This is an optimization exercise on Yosys and OpenROAD, whose aim is small area, a short achievable clock period and few clock cycles per item, not a production implementation. RTL that was checked went through simulation tests only; none was proved equivalent to the original.

v6:
==> module muldiv_top, before the edit <==
module muldiv_top (
    input  logic               clk,
    input  logic               rst_n,
    input  logic [3:0]         op_i,
    input  logic [31:0]        opr1_i,
    input  logic [31:0]        opr2_i,
    input  logic               flush_i,
    output logic               busy_o,
    output logic               done_o,
    output logic [31:0]        result_o
);
localparam int S  = 4;            
localparam int BW = 36;           
localparam int CW = 4;            
function automatic logic [5:0] clz32(input logic [31:0] x);
    logic [15:0]      v1;
    logic [15:0][0:0] c1;
    logic [7:0]       v2;
    logic [7:0][1:0]  c2;
    logic [3:0]       v3;
    logic [3:0][2:0]  c3;
    logic [1:0]       v4;
    logic [1:0][3:0]  c4;
    logic             v5;
    logic [4:0]       c5;
    for (int k = 0; k < 16; k++) begin
        v1[k] = x[2*k+1] | x[2*k];
        c1[k] = ~x[2*k+1];
    end
    for (int k = 0; k < 8; k++) begin
        v2[k] = v1[2*k+1] | v1[2*k];
        c2[k] = v1[2*k+1] ? {1'b0, c1[2*k+1]} : {1'b1, c1[2*k]};
    end
    for (int k = 0; k < 4; k++) begin
        v3[k] = v2[2*k+1] | v2[2*k];
        c3[k] = v2[2*k+1] ? {1'b0, c2[2*k+1]} : {1'b1, c2[2*k]};
    end
    for (int k = 0; k < 2; k++) begin
        v4[k] = v3[2*k+1] | v3[2*k];
        c4[k] = v3[2*k+1] ? {1'b0, c3[2*k+1]} : {1'b1, c3[2*k]};
    end
    v5 = v4[1] | v4[0];
    c5 = v4[1] ? {1'b0, c4[1]} : {1'b1, c4[0]};
    clz32 = v5 ? {1'b0, c5} : 6'd32;
endfunction
logic              mul_q;       
logic              div_q;       
logic              imm_q;       
logic              rem_q;       
logic              bz_q;        
logic              hi_q;        
logic              neg_q;       
logic [CW-1:0]     cnt_q;       
logic [32:0]       a_q;         
logic [BW-1:0]     b_q;         
logic [BW+1:0]     b3_q;        
logic [31:0]       q_q;         
logic              done_q;
logic              oneg_q;      
logic [31:0]       res_q;
logic        last_iter;
logic        take;
logic        is_div;
logic        nma, nmb;          
logic        na, nb;            
logic [31:0] ua, ub;            
logic [33:0] ub3;                
logic [5:0]  lza, lzb;          
logic [6:0]  dd;                
logic        bz, imm;
logic [3:0]  dsh4;              
assign last_iter = ~imm_q & (cnt_q == CW'(0));
assign busy_o    = div_q & ~imm_q & ~last_iter;
assign take      = ~busy_o & ~flush_i & (op_i != 4'b0000);
assign is_div    = op_i[3];
assign nma  = ((op_i[1:0] == 2'b01) | (op_i[1:0] == 2'b10)) & opr1_i[31];
assign nmb  = (op_i[1:0] == 2'b01) & opr2_i[31];
assign na   = ~op_i[0] & opr1_i[31];
assign nb   = ~op_i[0] & opr2_i[31];
assign ua   = (na & is_div) ? (~opr1_i + 32'd1) : opr1_i;    
assign ub   = nb ? (~opr2_i + 32'd1) : opr2_i;
assign lza  = clz32(na ? {~opr1_i[30:0], 1'b1} : opr1_i);
assign lzb  = clz32(nb ? ~opr2_i : opr2_i);
assign bz   = (opr2_i == 32'd0);
assign dd   = {1'b0, lzb} - {1'b0, lza};
logic [31:0] xb;
assign xb   = opr2_i ^ {32{nb}};
assign ub3  = {1'b0, xb, 1'b0} + {2'b00, xb} + {32'd0, nb, nb};
assign imm  = bz | dd[6];
assign dsh4 = dd[5:2];
logic [35:0] bx;
logic [16:0] bsel1, bsel2, bneg;
logic [16:0] bsel1_q, bsel2_q, bneg_q;
logic [63:0] prod;
assign bx = {nmb, nmb, opr2_i, 1'b0};
always_comb begin
    for (int i = 0; i < 17; i++) begin
        bsel1[i] = bx[2*i+1] ^ bx[2*i];
        bsel2[i] = (bx[2*i+2] & ~bx[2*i+1] & ~bx[2*i]) | (~bx[2*i+2] & bx[2*i+1] & bx[2*i]);
        bneg[i]  = bx[2*i+2];
    end
end
always_ff @(posedge clk) begin
    bsel1_q <= bsel1;
    bsel2_q <= bsel2;
    bneg_q  <= bneg;
end
mul33 mul_u (.a(a_q), .sel1(bsel1_q), .sel2(bsel2_q), .neg(bneg_q), .p(prod));
logic [31:0]    r_it;
logic [S-1:0]   qb_it;
logic [31:0]    r_k  [3];           
logic [31:0]    d1_k [2], d2_k [2], d3_k [2];
logic           ge1_k [2], ge2_k [2], ge3_k [2];
assign r_k[0] = a_q[31:0];
for (genvar k = 0; k < 2; k++) begin : g_r4
    logic [BW-1:0] bf, bh;              
    logic [BW+1:0] b3;                  
    logic          c1, c2, c3;
    assign bf = b_q >> (2*k);
    assign bh = b_q >> (2*k+1);
    assign b3 = b3_q >> (2*k+1);
    sub_ge #(.W(32)) s1 (.a(r_k[k]), .b(bh[31:0]), .d(d1_k[k]), .ge(c1));
    sub_ge #(.W(32)) s2 (.a(r_k[k]), .b(bf[31:0]), .d(d2_k[k]), .ge(c2));
    sub_ge #(.W(32)) s3 (.a(r_k[k]), .b(b3[31:0]), .d(d3_k[k]), .ge(c3));
    assign ge1_k[k] = c1 & ~|bh[BW-1:32];
    assign ge2_k[k] = c2 & ~|bf[BW-1:32];
    assign ge3_k[k] = c3 & ~|b3[BW+1:32];
    assign qb_it[3-2*k] = ge2_k[k];
    assign qb_it[2-2*k] = ge3_k[k] | (ge1_k[k] & ~ge2_k[k]);
    assign r_k[k+1]     = ge3_k[k] ? d3_k[k] :
                          ge2_k[k] ? d2_k[k] :
                          ge1_k[k] ? d1_k[k] : r_k[k];
end
assign r_it = r_k[2];
always_ff @(posedge clk or negedge rst_n) begin
    if (~rst_n) begin
        mul_q  <= 1'b0;
        div_q  <= 1'b0;
        done_q <= 1'b0;
    end else if (flush_i) begin
        mul_q  <= 1'b0;
        div_q  <= 1'b0;
        done_q <= 1'b0;
    end else begin
        done_q <= mul_q | (div_q & (imm_q | last_iter));
        mul_q  <= take & ~is_div;
        if (take)
            div_q <= is_div;
        else if (imm_q | last_iter)
            div_q <= 1'b0;
    end
end
always_ff @(posedge clk) begin
    if (take) begin
        hi_q  <= (op_i[1:0] != 2'b00);
        rem_q <= op_i[1];
        bz_q  <= bz;
        imm_q <= ~is_div | imm;
        neg_q <= op_i[1] ? na : ((na ^ nb) & ~bz);
    end
end
always_ff @(posedge clk) begin
    if (take) begin
        a_q   <= {nma & ~is_div, ua};
        b_q   <= BW'({ub, 3'b000}) << {dsh4, 2'b00};
        b3_q  <= (BW+2)'({ub3, 3'b000}) << {dsh4, 2'b00};
        q_q   <= '0;
        cnt_q <= dsh4;
    end else begin
        a_q   <= {1'b0, r_it};
        b_q   <= b_q >> S;
        b3_q  <= b3_q >> S;
        q_q   <= {q_q[31-S:0], qb_it};
        cnt_q <= cnt_q - CW'(1);
    end
    oneg_q <= div_q & neg_q;
    if (mul_q)
        res_q <= hi_q ? prod[63:32] : prod[31:0];
    else if (imm_q)
        res_q <= rem_q ? a_q[31:0] : {32{bz_q}};
    else
        res_q <= rem_q ? r_it : {q_q[31-S:0], qb_it};
end
assign done_o   = done_q;
assign result_o = oneg_q ? (~res_q + 32'd1) : res_q;
endmodule
export LEC_CHECK = 0
export CAP_MARGIN = 20
export CORE_MARGIN = 2
export CORE_UTILIZATION = 55
export PLACE_DENSITY = 0.7
export SLEW_MARGIN = 20
export TNS_END_PERCENT = 100
create_clock -name core_clock -period 14.0 [get_ports {clk}]
standard.sh (not shown) runs the stock make flow with config.mk's settings and CLKGATE_MAP_FILE= SYNTH_SCRIPT=/design/flow/synth_recipe.tcl, a recipe that flattens the netlist after the stock synthesis.
==> flow/flow/run.sh <==
#!/bin/bash
# The standard layout (the standard.sh, standard synthesis included), with
# the port buffers made from sky130_fd_sc_hd__buf_2 cells instead of the delay
# buffer cells ORFS picks by default, and timing repair aiming for 6 ns of
# setup slack.
set -euo pipefail
bash standard.sh finish "BUFFER_PORTS_ARGS=-buffer_cell sky130_fd_sc_hd__buf_2" SETUP_SLACK_MARGIN=6 > standard_flow.log 2>&1
v6 reached the final stage; the timing, DRC and antenna checks on its layout passed.
Relative to v6, the following input files were edited for v7:
--- a/flow/design.v
+++ b/flow/design.v
@@ -2336,24 +2336,22 @@
 logic              bz_q;        
 logic              hi_q;        
 logic              neg_q;       
 logic [CW-1:0]     cnt_q;       
 logic [32:0]       a_q;         
 logic [BW-1:0]     b_q;         
-logic [BW+1:0]     b3_q;        
 logic [31:0]       q_q;         
 logic              done_q;
 logic              oneg_q;      
 logic [31:0]       res_q;
 logic        last_iter;
 logic        take;
 logic        is_div;
 logic        nma, nmb;          
 logic        na, nb;            
 logic [31:0] ua, ub;            
-logic [33:0] ub3;                
 logic [5:0]  lza, lzb;          
 logic [6:0]  dd;                
 logic        bz, imm;
 logic [3:0]  dsh4;              
 assign last_iter = ~imm_q & (cnt_q == CW'(0));
 assign busy_o    = div_q & ~imm_q & ~last_iter;
@@ -2366,15 +2364,12 @@
 assign ua   = (na & is_div) ? (~opr1_i + 32'd1) : opr1_i;    
 assign ub   = nb ? (~opr2_i + 32'd1) : opr2_i;
 assign lza  = clz32(na ? {~opr1_i[30:0], 1'b1} : opr1_i);
 assign lzb  = clz32(nb ? ~opr2_i : opr2_i);
 assign bz   = (opr2_i == 32'd0);
 assign dd   = {1'b0, lzb} - {1'b0, lza};
-logic [31:0] xb;
-assign xb   = opr2_i ^ {32{nb}};
-assign ub3  = {1'b0, xb, 1'b0} + {2'b00, xb} + {32'd0, nb, nb};
 assign imm  = bz | dd[6];
 assign dsh4 = dd[5:2];
 logic [35:0] bx;
 logic [16:0] bsel1, bsel2, bneg;
 logic [16:0] bsel1_q, bsel2_q, bneg_q;
 logic [63:0] prod;
@@ -2392,31 +2387,38 @@
     bneg_q  <= bneg;
 end
 mul33 mul_u (.a(a_q), .sel1(bsel1_q), .sel2(bsel2_q), .neg(bneg_q), .p(prod));
 logic [31:0]    r_it;
 logic [S-1:0]   qb_it;
 logic [31:0]    r_k  [3];           
-logic [31:0]    d1_k [2], d2_k [2], d3_k [2];
+logic [31:0]    d1_k [2], d2_k [2];
+logic [33:0]    d3_k [2];
 logic           ge1_k [2], ge2_k [2], ge3_k [2];
 assign r_k[0] = a_q[31:0];
 for (genvar k = 0; k < 2; k++) begin : g_r4
     logic [BW-1:0] bf, bh;              
-    logic [BW+1:0] b3;                  
-    logic          c1, c2, c3;
+    logic          c1, c2, hf, hh;
+    logic [33:0]   x, yf, yh, cs_s, cs_c;
     assign bf = b_q >> (2*k);
     assign bh = b_q >> (2*k+1);
-    assign b3 = b3_q >> (2*k+1);
+    assign hf = |bf[BW-1:32];
+    assign hh = |bh[BW-1:32];
     sub_ge #(.W(32)) s1 (.a(r_k[k]), .b(bh[31:0]), .d(d1_k[k]), .ge(c1));
     sub_ge #(.W(32)) s2 (.a(r_k[k]), .b(bf[31:0]), .d(d2_k[k]), .ge(c2));
-    sub_ge #(.W(32)) s3 (.a(r_k[k]), .b(b3[31:0]), .d(d3_k[k]), .ge(c3));
-    assign ge1_k[k] = c1 & ~|bh[BW-1:32];
-    assign ge2_k[k] = c2 & ~|bf[BW-1:32];
-    assign ge3_k[k] = c3 & ~|b3[BW+1:32];
+    assign x    = {2'b00, r_k[k]};
+    assign yf   = ~{2'b00, bf[31:0]};
+    assign yh   = ~{2'b00, bh[31:0]};
+    assign cs_s = x ^ yf ^ yh;
+    assign cs_c = (x & yf) | (x & yh) | (yf & yh);
+    add_pf #(.W(34)) s3 (.a(cs_s), .b({cs_c[32:0], 1'b1}), .s(d3_k[k]));
+    assign ge1_k[k] = c1 & ~hh;
+    assign ge2_k[k] = c2 & ~hf;
+    assign ge3_k[k] = ~d3_k[k][33] & ~hf & ~hh;
     assign qb_it[3-2*k] = ge2_k[k];
     assign qb_it[2-2*k] = ge3_k[k] | (ge1_k[k] & ~ge2_k[k]);
-    assign r_k[k+1]     = ge3_k[k] ? d3_k[k] :
+    assign r_k[k+1]     = ge3_k[k] ? d3_k[k][31:0] :
                           ge2_k[k] ? d2_k[k] :
                           ge1_k[k] ? d1_k[k] : r_k[k];
 end
 assign r_it = r_k[2];
 always_ff @(posedge clk or negedge rst_n) begin
     if (~rst_n) begin
@@ -2446,19 +2448,17 @@
     end
 end
 always_ff @(posedge clk) begin
     if (take) begin
         a_q   <= {nma & ~is_div, ua};
         b_q   <= BW'({ub, 3'b000}) << {dsh4, 2'b00};
-        b3_q  <= (BW+2)'({ub3, 3'b000}) << {dsh4, 2'b00};
         q_q   <= '0;
         cnt_q <= dsh4;
     end else begin
         a_q   <= {1'b0, r_it};
         b_q   <= b_q >> S;
-        b3_q  <= b3_q >> S;
         q_q   <= {q_q[31-S:0], qb_it};
         cnt_q <= cnt_q - CW'(1);
     end
     oneg_q <= div_q & neg_q;
     if (mul_q)
         res_q <= hi_q ? prod[63:32] : prod[31:0];
@@ -2495,6 +2495,15 @@
             end
         end
     end
     assign d  = p0 ^ {g[L][W-2:0], 1'b1};
     assign ge = g[L][W-1];
 endmodule
+module add_pf #(parameter int W = 38) (
+    input  logic [W-1:0] a,
+    input  logic [W-1:0] b,
+    output logic [W-1:0] s
+);
+    logic [W-1:0] d;
+    logic         ge;
+    sub_ge #(.W(W)) u (.a(a), .b(~b), .d(s), .ge(ge));
+endmodule
[summary]
- When v7 is set beside v6, its fmax turns out to be 0.46% smaller.
- [compare] base=v6 new=v7: wire length now smaller, fraction of area in clock buffers and inverters down 0.71 points, post-synthesis to final-layout area growth picked up an extra 0.43 points, worst hold slack rose by 0.0033 ns.
- The first element of the critical path comes out bneg_q[3] in one run and b_q[13] in the other, namely in v6 and v7 respectively.
- The count of cells resized by post-cts repair in v7 is 1.4 times that in v6.
Testbench counts of v7, summed over its fixed seeds: cycles 3,733, ops 2,400.
No functional check of the RTL was part of v6.

---

Setup of main:
RTL: one of the versions met above, not the one the previous note started from.
For scale: ~110 I/O pins, ~48000 um^2 of cells after synthesis.
==> module muldiv_top, before the edit <==
module muldiv_top (
    input  logic               clk,
    input  logic               rst_n,
    input  logic [3:0]         op_i,
    input  logic [31:0]        opr1_i,
    input  logic [31:0]        opr2_i,
    input  logic               flush_i,
    output logic               busy_o,
    output logic               done_o,
    output logic [31:0]        result_o
);
localparam int S  = 4;            
localparam int BW = 36;           
localparam int CW = 4;            
function automatic logic [5:0] clz32(input logic [31:0] x);
    logic [15:0]      v1;
    logic [15:0][0:0] c1;
    logic [7:0]       v2;
    logic [7:0][1:0]  c2;
    logic [3:0]       v3;
    logic [3:0][2:0]  c3;
    logic [1:0]       v4;
    logic [1:0][3:0]  c4;
    logic             v5;
    logic [4:0]       c5;
    for (int k = 0; k < 16; k++) begin
        v1[k] = x[2*k+1] | x[2*k];
        c1[k] = ~x[2*k+1];
    end
    for (int k = 0; k < 8; k++) begin
        v2[k] = v1[2*k+1] | v1[2*k];
        c2[k] = v1[2*k+1] ? {1'b0, c1[2*k+1]} : {1'b1, c1[2*k]};
    end
    for (int k = 0; k < 4; k++) begin
        v3[k] = v2[2*k+1] | v2[2*k];
        c3[k] = v2[2*k+1] ? {1'b0, c2[2*k+1]} : {1'b1, c2[2*k]};
    end
    for (int k = 0; k < 2; k++) begin
        v4[k] = v3[2*k+1] | v3[2*k];
        c4[k] = v3[2*k+1] ? {1'b0, c3[2*k+1]} : {1'b1, c3[2*k]};
    end
    v5 = v4[1] | v4[0];
    c5 = v4[1] ? {1'b0, c4[1]} : {1'b1, c4[0]};
    clz32 = v5 ? {1'b0, c5} : 6'd32;
endfunction
logic              mul_q;       
logic              div_q;       
logic              imm_q;       
logic              rem_q;       
logic              bz_q;        
logic              hi_q;        
logic              neg_q;       
logic [CW-1:0]     cnt_q;       
logic [32:0]       a_q;         
logic [BW-1:0]     b_q;         
logic [31:0]       q_q;         
logic              done_q;
logic              oneg_q;      
logic [31:0]       res_q;
logic        last_iter;
logic        take;
logic        is_div;
logic        nma, nmb;          
logic        na, nb;            
logic [31:0] ua, ub;            
logic [5:0]  lza, lzb;          
logic [6:0]  dd;                
logic        bz, imm;
logic [3:0]  dsh4;              
assign last_iter = ~imm_q & (cnt_q == CW'(0));
assign busy_o    = div_q & ~imm_q & ~last_iter;
assign take      = ~busy_o & ~flush_i & (op_i != 4'b0000);
assign is_div    = op_i[3];
assign nma  = ((op_i[1:0] == 2'b01) | (op_i[1:0] == 2'b10)) & opr1_i[31];
assign nmb  = (op_i[1:0] == 2'b01) & opr2_i[31];
assign na   = ~op_i[0] & opr1_i[31];
assign nb   = ~op_i[0] & opr2_i[31];
assign ua   = (na & is_div) ? (~opr1_i + 32'd1) : opr1_i;    
assign ub   = nb ? (~opr2_i + 32'd1) : opr2_i;
assign lza  = clz32(na ? {~opr1_i[30:0], 1'b1} : opr1_i);
assign lzb  = clz32(nb ? ~opr2_i : opr2_i);
assign bz   = (opr2_i == 32'd0);
assign dd   = {1'b0, lzb} - {1'b0, lza};
assign imm  = bz | dd[6];
assign dsh4 = dd[5:2];
logic [35:0] bx;
logic [16:0] bsel1, bsel2, bneg;
logic [16:0] bsel1_q, bsel2_q, bneg_q;
logic [63:0] prod;
assign bx = {nmb, nmb, opr2_i, 1'b0};
always_comb begin
    for (int i = 0; i < 17; i++) begin
        bsel1[i] = bx[2*i+1] ^ bx[2*i];
        bsel2[i] = (bx[2*i+2] & ~bx[2*i+1] & ~bx[2*i]) | (~bx[2*i+2] & bx[2*i+1] & bx[2*i]);
        bneg[i]  = bx[2*i+2];
    end
end
always_ff @(posedge clk) begin
    bsel1_q <= bsel1;
    bsel2_q <= bsel2;
    bneg_q  <= bneg;
end
mul33 mul_u (.a(a_q), .sel1(bsel1_q), .sel2(bsel2_q), .neg(bneg_q), .p(prod));
logic [31:0]    r_it;
logic [S-1:0]   qb_it;
logic [31:0]    r_k  [3];           
logic [31:0]    d1_k [2], d2_k [2];
logic [33:0]    d3_k [2];
logic           ge1_k [2], ge2_k [2], ge3_k [2];
assign r_k[0] = a_q[31:0];
for (genvar k = 0; k < 2; k++) begin : g_r4
    logic [BW-1:0] bf, bh;              
    logic          c1, c2, hf, hh;
    logic [33:0]   x, yf, yh, cs_s, cs_c;
    assign bf = b_q >> (2*k);
    assign bh = b_q >> (2*k+1);
    assign hf = |bf[BW-1:32];
    assign hh = |bh[BW-1:32];
    sub_ge #(.W(32)) s1 (.a(r_k[k]), .b(bh[31:0]), .d(d1_k[k]), .ge(c1));
    sub_ge #(.W(32)) s2 (.a(r_k[k]), .b(bf[31:0]), .d(d2_k[k]), .ge(c2));
    assign x    = {2'b00, r_k[k]};
    assign yf   = ~{2'b00, bf[31:0]};
    assign yh   = ~{2'b00, bh[31:0]};
    assign cs_s = x ^ yf ^ yh;
    assign cs_c = (x & yf) | (x & yh) | (yf & yh);
    add_pf #(.W(34)) s3 (.a(cs_s), .b({cs_c[32:0], 1'b1}), .s(d3_k[k]));
    assign ge1_k[k] = c1 & ~hh;
    assign ge2_k[k] = c2 & ~hf;
    assign ge3_k[k] = ~d3_k[k][33] & ~hf & ~hh;
    assign qb_it[3-2*k] = ge2_k[k];
    assign qb_it[2-2*k] = ge3_k[k] | (ge1_k[k] & ~ge2_k[k]);
    assign r_k[k+1]     = ge3_k[k] ? d3_k[k][31:0] :
                          ge2_k[k] ? d2_k[k] :
                          ge1_k[k] ? d1_k[k] : r_k[k];
end
assign r_it = r_k[2];
always_ff @(posedge clk or negedge rst_n) begin
    if (~rst_n) begin
        mul_q  <= 1'b0;
        div_q  <= 1'b0;
        done_q <= 1'b0;
    end else if (flush_i) begin
        mul_q  <= 1'b0;
        div_q  <= 1'b0;
        done_q <= 1'b0;
    end else begin
        done_q <= mul_q | (div_q & (imm_q | last_iter));
        mul_q  <= take & ~is_div;
        if (take)
            div_q <= is_div;
        else if (imm_q | last_iter)
            div_q <= 1'b0;
    end
end
always_ff @(posedge clk) begin
    if (take) begin
        hi_q  <= (op_i[1:0] != 2'b00);
        rem_q <= op_i[1];
        bz_q  <= bz;
        imm_q <= ~is_div | imm;
        neg_q <= op_i[1] ? na : ((na ^ nb) & ~bz);
    end
end
always_ff @(posedge clk) begin
    if (take) begin
        a_q   <= {nma & ~is_div, ua};
        b_q   <= BW'({ub, 3'b000}) << {dsh4, 2'b00};
        q_q   <= '0;
        cnt_q <= dsh4;
    end else begin
        a_q   <= {1'b0, r_it};
        b_q   <= b_q >> S;
        q_q   <= {q_q[31-S:0], qb_it};
        cnt_q <= cnt_q - CW'(1);
    end
    oneg_q <= div_q & neg_q;
    if (mul_q)
        res_q <= hi_q ? prod[63:32] : prod[31:0];
    else if (imm_q)
        res_q <= rem_q ? a_q[31:0] : {32{bz_q}};
    else
        res_q <= rem_q ? r_it : {q_q[31-S:0], qb_it};
end
assign done_o   = done_q;
assign result_o = oneg_q ? (~res_q + 32'd1) : res_q;
endmodule
export LEC_CHECK = 0
export CAP_MARGIN = 20
export CORE_MARGIN = 2
export CORE_UTILIZATION = 55
export PLACE_DENSITY = 0.7
export SETUP_SLACK_MARGIN = 5
export SLEW_MARGIN = 20
export TNS_END_PERCENT = 100
create_clock -name core_clock -period 14.0 [get_ports {clk}]
run.sh (not shown) runs the stock make flow with config.mk's settings and CLKGATE_MAP_FILE= SYNTH_SCRIPT=/design/flow/synth_recipe.tcl, a recipe that flattens the netlist after the stock synthesis.
Stock flow here: none of the scripts above is used.
Testbench counts of main, summed over its fixed seeds: cycles 3,733, ops 2,400.
### main -> the feature branch
diff --git a/flow/design.v b/flow/design.v
--- a/flow/design.v
+++ b/flow/design.v
@@ -2361,14 +2361,14 @@
 assign nmb  = (op_i[1:0] == 2'b01) & opr2_i[31];
 assign na   = ~op_i[0] & opr1_i[31];
 assign nb   = ~op_i[0] & opr2_i[31];
 assign ua   = (na & is_div) ? (~opr1_i + 32'd1) : opr1_i;    
 assign ub   = nb ? (~opr2_i + 32'd1) : opr2_i;
-assign lza  = clz32(na ? {~opr1_i[30:0], 1'b1} : opr1_i);
+assign lza  = clz32(na ? ~opr1_i : opr1_i);
 assign lzb  = clz32(nb ? ~opr2_i : opr2_i);
 assign bz   = (opr2_i == 32'd0);
-assign dd   = {1'b0, lzb} - {1'b0, lza};
+assign dd   = {1'b0, lzb} - {1'b0, lza} + 7'(na);
 assign imm  = bz | dd[6];
 assign dsh4 = dd[5:2];
 logic [35:0] bx;
 logic [16:0] bsel1, bsel2, bneg;
 logic [16:0] bsel1_q, bsel2_q, bneg_q;
@@ -2387,39 +2387,31 @@
     bneg_q  <= bneg;
 end
 mul33 mul_u (.a(a_q), .sel1(bsel1_q), .sel2(bsel2_q), .neg(bneg_q), .p(prod));
 logic [31:0]    r_it;
 logic [S-1:0]   qb_it;
+localparam int DW = BW + 2;       
 logic [31:0]    r_k  [3];           
-logic [31:0]    d1_k [2], d2_k [2];
-logic [33:0]    d3_k [2];
+logic [DW-1:0]  bh_k [2], bf_k [2];
+logic [DW-1:0]  d1_k [2], d2_k [2], d3_k [2];
 logic           ge1_k [2], ge2_k [2], ge3_k [2];
 assign r_k[0] = a_q[31:0];
 for (genvar k = 0; k < 2; k++) begin : g_r4
-    logic [BW-1:0] bf, bh;              
-    logic          c1, c2, hf, hh;
-    logic [33:0]   x, yf, yh, cs_s, cs_c;
-    assign bf = b_q >> (2*k);
-    assign bh = b_q >> (2*k+1);
-    assign hf = |bf[BW-1:32];
-    assign hh = |bh[BW-1:32];
-    sub_ge #(.W(32)) s1 (.a(r_k[k]), .b(bh[31:0]), .d(d1_k[k]), .ge(c1));
-    sub_ge #(.W(32)) s2 (.a(r_k[k]), .b(bf[31:0]), .d(d2_k[k]), .ge(c2));
-    assign x    = {2'b00, r_k[k]};
-    assign yf   = ~{2'b00, bf[31:0]};
-    assign yh   = ~{2'b00, bh[31:0]};
-    assign cs_s = x ^ yf ^ yh;
-    assign cs_c = (x & yf) | (x & yh) | (yf & yh);
-    add_pf #(.W(34)) s3 (.a(cs_s), .b({cs_c[32:0], 1'b1}), .s(d3_k[k]));
-    assign ge1_k[k] = c1 & ~hh;
-    assign ge2_k[k] = c2 & ~hf;
-    assign ge3_k[k] = ~d3_k[k][33] & ~hf & ~hh;
+    assign bf_k[k] = DW'(b_q >> (2*k));         
+    assign bh_k[k] = DW'(b_q >> (2*k+1));       
+    logic [DW-1:0] cs_s, cs_c;
+    assign cs_s = DW'(r_k[k]) ^ ~bf_k[k] ^ ~bh_k[k];
+    assign cs_c = (DW'(r_k[k]) & ~bf_k[k]) | (DW'(r_k[k]) & ~bh_k[k]) | (~bf_k[k] & ~bh_k[k]);
+    sub_ge #(.W(DW)) s1 (.a(DW'(r_k[k])), .b(bh_k[k]), .d(d1_k[k]), .ge(ge1_k[k]));
+    sub_ge #(.W(DW)) s2 (.a(DW'(r_k[k])), .b(bf_k[k]), .d(d2_k[k]), .ge(ge2_k[k]));
+    add_pf #(.W(DW)) s3 (.a(cs_s), .b({cs_c[DW-2:0], 1'b1}), .s(d3_k[k]));
+    assign ge3_k[k] = ~d3_k[k][DW-1];
     assign qb_it[3-2*k] = ge2_k[k];
     assign qb_it[2-2*k] = ge3_k[k] | (ge1_k[k] & ~ge2_k[k]);
     assign r_k[k+1]     = ge3_k[k] ? d3_k[k][31:0] :
-                          ge2_k[k] ? d2_k[k] :
-                          ge1_k[k] ? d1_k[k] : r_k[k];
+                          ge2_k[k] ? d2_k[k][31:0] :
+                          ge1_k[k] ? d1_k[k][31:0] : r_k[k];
 end
 assign r_it = r_k[2];
 always_ff @(posedge clk or negedge rst_n) begin
     if (~rst_n) begin
         mul_q  <= 1'b0;
### Flow results
Comparing main against the feature branch, there is no change at all in number of port buffers. Of the two candidates, main has the better placed wire-length estimate and the feature branch the worse one. main leaves more setup margin than the feature branch. Net count after synthesis for the feature branch: 38 up relative to main. main has higher number of search-and-repair iterations in the first detailed-routing pass than the feature branch. The feature branch ends up with a end-of-flow core utilization that is 0.28 points lower than in main. A startpoint of the most critical setup path of a_q[3] is what main shows, while b_q[5] belongs to the feature branch. On average via count per standard cell, main tracks the feature branch almost exactly.
Testbench counts of the feature branch, summed over its fixed seeds: cycles 3,733, ops 2,400.

==> afterwards: timing with drivers on the ports <==
In the flow no input, the clock included, has a driving cell. The finished layouts below were timed again as built, in two steps. Step 1, drivers: a clkbuf_16 drives clk and a buf_2 each remaining input, both assumed. Step 2 adds t to the input delays and takes it off the output delays; t is the mean of the earliest and latest rising clock arrival at the registers after step 1. Input paths then give back, and output paths get back, about the clock's delay inside the block. Slacks: ideal / step 1 / step 2; pairs: ideal / step 1.
run	t, ns	setup slack, ns	worst register clock-pin slew, ns	worst slew at a driven data input, ns	pins driven straight from the clock port
v6	0.676	6.066 / 6.066 / 5.523	0.07 / 0.07	0.05	1
v7	0.574	6.030 / 6.030 / 5.643	0.09 / 0.09	0.11	1
main	0.565	5.388 / 5.388 / 5.058	0.10 / 0.10	0.11	1
the feature branch	0.550	5.223 / 5.223 / 5.054	0.09 / 0.09	0.05	1
After both steps setup and hold are still met in every run listed. For v6, which loses most, drivers alone change the setup slack by 0.000 ns; drivers and shift together by -0.543 ns.
